What follows belongs to an exercise in optimizing a design on an open flow for small area and a short achievable clock period; a production flow would make more cautious choices.
The RTL was checked by simulation tests, not by an equivalence proof against the original design.
Power is estimated from default activity; no workload was simulated.

## run A
==> flow/design.v (excerpt) <==
module systolictop
(
 input  wire clk, reset,
 input  wire [7:0] a1, a2, b1, b2,
 input  wire [2:0] i, j,
 output wire [15:0] c1, c2, c3, c4
);
  reg  [7:0]  a12, b13, a34, b24;
  reg         rst_q;       
  reg         rst_n;       
  reg  [23:0] s1, s2, s3, s4;
  wire [23:0] ns1, ns2, ns3, ns4;
  wire clr1, clr2, clr4, keep1, keep2, keep4;    
  systolicCU ctrl1 (.clk(clk), .reset(reset), .a1(a1), .clr1(clr1), .clr2(clr2), .clr4(clr4),
                    .keep1(keep1), .keep2(keep2), .keep4(keep4));
  always @(posedge clk) begin
    rst_q <= reset;
    rst_n <= ~reset;
    if (reset) begin
      a12 <= 8'd0; b13 <= 8'd0; a34 <= 8'd0; b24 <= 8'd0;
    end else begin
      a12 <= a1; b13 <= b1; a34 <= a2; b24 <= b2;
    end
  end
  processelement pe1 (.a(a1), .b(b1), .keep(keep1), .clr(clr1), .rq(rst_q), .rn(rst_n),
                      .s(s1), .ns(ns1), .o(c1));
  processelement pe2 (.a(a12), .b(b2), .keep(keep2), .clr(clr2), .rq(rst_q), .rn(rst_n),
  ...
Settings: LEC_CHECK=0, CAP_MARGIN=20, CORE_MARGIN=2, CORE_UTILIZATION=60, PLACE_DENSITY=0.7, SETUP_SLACK_MARGIN=3.2, SLEW_MARGIN=20, SYNTH_HIERARCHICAL=1, SYNTH_MINIMUM_KEEP_SIZE=0; clock period 6.6 ns.
standard.sh (not shown) runs the stock make flow with config.mk's settings and CLKGATE_MAP_FILE= SYNTH_SCRIPT=/design/flow/synth_recipe.tcl, a recipe that flattens the netlist after the stock synthesis.
==> flow/flow/run.sh <==
#!/bin/bash
# Layout flow: the standard flow (standard.sh: ORFS synthesis to the final layout) with
#  - the port buffers made of buf_2 instead of the cell buffer_ports picks by default,
#  - clock tree synthesis without dummy load cells,
#  - before floorplanning, combinational cells set to drive strength 1 (flow/downsize.tcl);
#    the flow's timing repair sizes up the ones that need it.
# ORFS writes each tool's log under orfs/logs; this script's own output goes to flow_run.log.
set -e
exec > flow_run.log 2>&1
export BUFFER_PORTS_ARGS="-buffer_cell sky130_fd_sc_hd__buf_2"
export CTS_ARGS="-sink_clustering_enable -repair_clock_nets -dont_use_dummy_load -buf_list {sky130_fd_sc_hd__clkbuf_4 sky130_fd_sc_hd__clkbuf_8}"
export PRE_FLOORPLAN_TCL="$(pwd)/flow/downsize.tcl"
bash standard.sh
==> flow/flow/downsize.tcl <==
# Before floorplanning: set the combinational cells that synthesis mapped at a drive strength
# above 1 back to strength 1. The timing repair steps of the flow size up the ones that need it.
set n 0
foreach inst [[ord::get_db_block] getInsts] {
  set m [[$inst getMaster] getName]
  if {[regexp {^sky130_fd_sc_hd__(a21oi|o21ai|nand2|nor2|xor2|xnor2|and2|or2|nor2b|nand3|inv|a21o|o21a|nand2b|and3|or3|nor3)_([2-9]|1[0-9])$} $m -> base sz]} {
    set target sky130_fd_sc_hd__${base}_1
    if {[get_lib_cells -quiet */$target] ne ""} {
      replace_cell [$inst getName] $target
      incr n
    }
  }
}
puts "downsize.tcl: $n cells set to drive strength 1"
Run A went all the way through synthesis, placement and routing and the layout is clean on timing, DRC and antenna.
For run B, these inputs were changed with respect to run A:
# run A
export LEC_CHECK = 0
export CAP_MARGIN = 20
export CORE_MARGIN = 2
export CORE_UTILIZATION = 60
export PLACE_DENSITY = 0.7
export SETUP_SLACK_MARGIN = 3.2
export SLEW_MARGIN = 20
export SYNTH_HIERARCHICAL = 1
export SYNTH_MINIMUM_KEEP_SIZE = 0
create_clock -name core_clock -period 6.6 [get_ports {clk}]
# run B
export LEC_CHECK = 0
export CAP_MARGIN = 20
export CORE_MARGIN = 2
export CORE_UTILIZATION = 50
export PLACE_DENSITY = 0.6
export SETUP_SLACK_MARGIN = 3.1
export SLEW_MARGIN = 20
export SYNTH_HIERARCHICAL = 1
export SYNTH_MINIMUM_KEEP_SIZE = 0
create_clock -name core_clock -period 6.6 [get_ports {clk}]
Summary of run B over run A: actual transition at the worst max-transition pin up 14 ps; chip height went up by 13 µm; part of the total power dissipated in combinational logic shrank by 1.0 points.
> inputs changed (run B -> run C)
# run B
export LEC_CHECK = 0
export CAP_MARGIN = 20
export CORE_MARGIN = 2
export CORE_UTILIZATION = 50
export PLACE_DENSITY = 0.6
export SETUP_SLACK_MARGIN = 3.1
export SLEW_MARGIN = 20
export SYNTH_HIERARCHICAL = 1
export SYNTH_MINIMUM_KEEP_SIZE = 0
create_clock -name core_clock -period 6.6 [get_ports {clk}]
# run C
export LEC_CHECK = 0
export CAP_MARGIN = 20
export CORE_MARGIN = 2
export CORE_UTILIZATION = 60
export PLACE_DENSITY = 0.7
export SETUP_SLACK_MARGIN = 3.1
export SLEW_MARGIN = 20
export SYNTH_HIERARCHICAL = 1
export SYNTH_MINIMUM_KEEP_SIZE = 0
create_clock -name core_clock -period 6.6 [get_ports {clk}]
==> flow/flow/run.sh <==
#!/bin/bash
# Layout flow: the standard flow (standard.sh: ORFS synthesis to the final layout) with
#  - the port buffers made of buf_1 instead of the cell buffer_ports picks by default,
#  - clock tree synthesis without dummy load cells,
#  - before floorplanning, combinational cells set to drive strength 1 (flow/downsize.tcl);
#    the flow's timing repair sizes up the ones that need it.
# ORFS writes each tool's log under orfs/logs; this script's own output goes to flow_run.log.
set -e
exec > flow_run.log 2>&1
export BUFFER_PORTS_ARGS="-buffer_cell sky130_fd_sc_hd__buf_1"
export CTS_ARGS="-sink_clustering_enable -repair_clock_nets -dont_use_dummy_load -buf_list {sky130_fd_sc_hd__clkbuf_4 sky130_fd_sc_hd__clkbuf_8}"
export PRE_FLOORPLAN_TCL="$(pwd)/flow/downsize.tcl"
bash standard.sh
### Flow results
Die outline area (run C / run B): 0.837. Total power delta (run C − run B): favourable. Run comparison: run C slowest cell on the critical path fa_2; run B slowest cell on the critical path fa_1. In run C, synthesis-to-finish area growth is lower than in run B.
Here is what was changed in the inputs of run D compared with run C.
-- flow/flow/run.sh --
<<< run C, line 12
export PRE_FLOORPLAN_TCL="$(pwd)/flow/downsize.tcl"
bash standard.sh
>>> run D, line 12
export PRE_FLOORPLAN_TCL="$(pwd)/flow/downsize.tcl"
export SETUP_MOVE_SEQUENCE="unbuffer,sizeup,swap"
bash standard.sh
[summary]
Re count of buffering cells on the critical path with inverters included: no difference whatsoever between run C and run D. Run D against run C: hold slack essentially unchanged, synthesis-to-layout area growth essentially unchanged, reg2reg setup slack essentially unchanged, power share of the clock group essentially unchanged. On maximum frequency, run D tracks run C almost exactly.


Setup of willow:
Another version of the RTL of systolictop (not shown whole).
Size: about 1200 cells after synthesis.
export LEC_CHECK = 0
export CAP_MARGIN = 20
export CORE_MARGIN = 2
export CORE_UTILIZATION = 40
export SETUP_SLACK_MARGIN = 2.8
export SLEW_MARGIN = 20
export SYNTH_HIERARCHICAL = 1
export SYNTH_MINIMUM_KEEP_SIZE = 0
create_clock -name core_clock -period 6.6 [get_ports {clk}]
==> flow/flow/run.sh <==
#!/bin/bash
# Layout flow: the standard flow (standard.sh: ORFS synthesis to the final layout) with
#  - the port buffers made of buf_2 instead of the cell buffer_ports picks by default,
#  - clock tree synthesis without dummy load cells.
# ORFS writes each tool's log under orfs/logs; this script's own output goes to flow_run.log.
set -e
exec > flow_run.log 2>&1
export BUFFER_PORTS_ARGS="-buffer_cell sky130_fd_sc_hd__buf_2"
export CTS_ARGS="-sink_clustering_enable -repair_clock_nets -dont_use_dummy_load -buf_list {sky130_fd_sc_hd__clkbuf_4 sky130_fd_sc_hd__clkbuf_8}"
bash standard.sh
willow closes out successfully: all stages finished, all timing, DRC and antenna checks passed.
[inputs] garnet vs willow
Settings: swapping 40 for 60 in CORE_UTILIZATION; putting PLACE_DENSITY at 0.7 where nothing was set.
==> flow/flow/run.sh <==
#!/bin/bash
# Layout flow: the standard flow (standard.sh: ORFS synthesis to the final layout) with
#  - the port buffers made of buf_2 instead of the cell buffer_ports picks by default,
#  - clock tree synthesis without dummy load cells,
#  - before floorplanning, combinational cells set to drive strength 1 (flow/downsize.tcl);
#    the flow's timing repair sizes up the ones that need it.
# ORFS writes each tool's log under orfs/logs; this script's own output goes to flow_run.log.
set -e
exec > flow_run.log 2>&1
export BUFFER_PORTS_ARGS="-buffer_cell sky130_fd_sc_hd__buf_2"
export CTS_ARGS="-sink_clustering_enable -repair_clock_nets -dont_use_dummy_load -buf_list {sky130_fd_sc_hd__clkbuf_4 sky130_fd_sc_hd__clkbuf_8}"
export PRE_FLOORPLAN_TCL="$(pwd)/flow/downsize.tcl"
bash standard.sh
==> flow/flow/downsize.tcl (new file) <==
# Before floorplanning: set the combinational cells that synthesis mapped at a drive strength
# above 1 back to strength 1. The timing repair steps of the flow size up the ones that need it.
set n 0
foreach inst [[ord::get_db_block] getInsts] {
  set m [[$inst getMaster] getName]
  if {[regexp {^sky130_fd_sc_hd__(a21oi|o21ai|nand2|nor2|xor2|xnor2|and2|or2|nor2b|nand3|inv|a21o|o21a|nand2b|and3|or3|nor3)_([2-9]|1[0-9])$} $m -> base sz]} {
    set target sky130_fd_sc_hd__${base}_1
    if {[get_lib_cells -quiet */$target] ne ""} {
      replace_cell [$inst getName] $target
      incr n
    }
  }
}
puts "downsize.tcl: $n cells set to drive strength 1"
## What came out
Any difference in clock network contribution to total cell area between willow and garnet is small enough to ignore. Diff willow -> garnet: synthesis-to-finish area growth lost 1.4 points, area of all placed cells without fillers lost about 3%, filler cell count lost 1212, wire length lost about 8%, die height lost 19%. From willow to garnet the numbers moved as follows: final cell utilization of the core climbed 20 points, final setup violation count barely changed. The sequential fraction of total cell area in garnet sits 0.63 points above the value recorded for willow. When garnet is measured against willow, its number of standard-cell rows in the floorplan turns out about 20% lower.
Changes in sierra relative to garnet:
Settings: a change of SETUP_SLACK_MARGIN from 2.8 to 3.0.
--- outcome ---
- After detailed routing, garnet needs less wire than sierra.
- For the fmax, sierra came in about 3.4% higher than garnet did.
- The area growth from synthesis to final layout reported for sierra is greater than that of garnet by 2.2 points.
- Final standard cell area without fillers up about 2% in sierra wrt garnet
- Between garnet and sierra, the difference in worst-case hold slack is negligible.
### sierra -> raven
Settings: changing SETUP_SLACK_MARGIN from 3.0 to 2.8.
==> flow/flow/run.sh <==
#!/bin/bash
# Layout flow: the standard flow (standard.sh: ORFS synthesis to the final layout) with
#  - the port buffers made of buf_2 instead of the cell buffer_ports picks by default,
#  - clock tree synthesis without dummy load cells.
# ORFS writes each tool's log under orfs/logs; this script's own output goes to flow_run.log.
set -e
exec > flow_run.log 2>&1
export BUFFER_PORTS_ARGS="-buffer_cell sky130_fd_sc_hd__buf_2"
export CTS_ARGS="-sink_clustering_enable -repair_clock_nets -dont_use_dummy_load -sink_clustering_size 30 -sink_clustering_max_diameter 80 -buf_list {sky130_fd_sc_hd__clkbuf_4 sky130_fd_sc_hd__clkbuf_8}"
bash standard.sh
removed: flow/flow/downsize.tcl
### Flow results
- | clock sink count | raven vs sierra | ≈ equal |
- Going from sierra to raven, via count moved down; number of instances on the worst hold path level; layout overhead on the synthesized area moved down; total routing usage reported by global routing moved up; internal power contribution moved down.

-- static timing again, ports no longer ideal --
In the flow no input, the clock included, has a driving cell. The finished layouts below were timed again as built, in two steps. Step 1 sets driving cells, clkbuf_16 on the clock port and buf_2 on the other inputs (assumed; they add their load-dependent delay and slew). Step 2 also shifts input and output timing later by t, the mid clock arrival at the registers, as if the neighbouring blocks saw the same clock. Slacks: no drivers / after step 1 / after step 2; pairs: no drivers / after step 1.
run | t, ns | setup slack, ns | worst setup path at the end | latest minus earliest clock arrival (ns) | worst register clock-pin slew, ns
run A | 0.471 | 3.210 / 3.213 / 2.743 | input to register | 0.013 / 0.013 | 0.07 / 0.07
run B | 0.470 | 3.159 / 3.171 / 2.702 | input to register | 0.024 / 0.023 | 0.08 / 0.08
run C | 0.473 | 3.153 / 3.146 / 2.705 | input to register | 0.019 / 0.019 | 0.07 / 0.07
run D | 0.476 | 3.158 / 3.152 / 2.701 | input to register | 0.020 / 0.020 | 0.08 / 0.08
willow | 0.468 | 2.938 / 2.931 / 2.487 | input to register | 0.025 / 0.024 | 0.08 / 0.08
garnet | 0.481 | 2.933 / 2.891 / 2.525 | input to register | 0.026 / 0.026 | 0.08 / 0.08
sierra | 0.479 | 3.055 / 3.079 / 2.600 | input to register | 0.020 / 0.020 | 0.08 / 0.08
raven | 0.479 | 2.959 / 2.961 / 2.501 | input to register | 0.029 / 0.030 | 0.08 / 0.08
After both steps every run listed still meets setup and hold. The setup slack of run A, which loses most, moves by +0.003 ns with the drivers and by -0.467 ns with both steps.
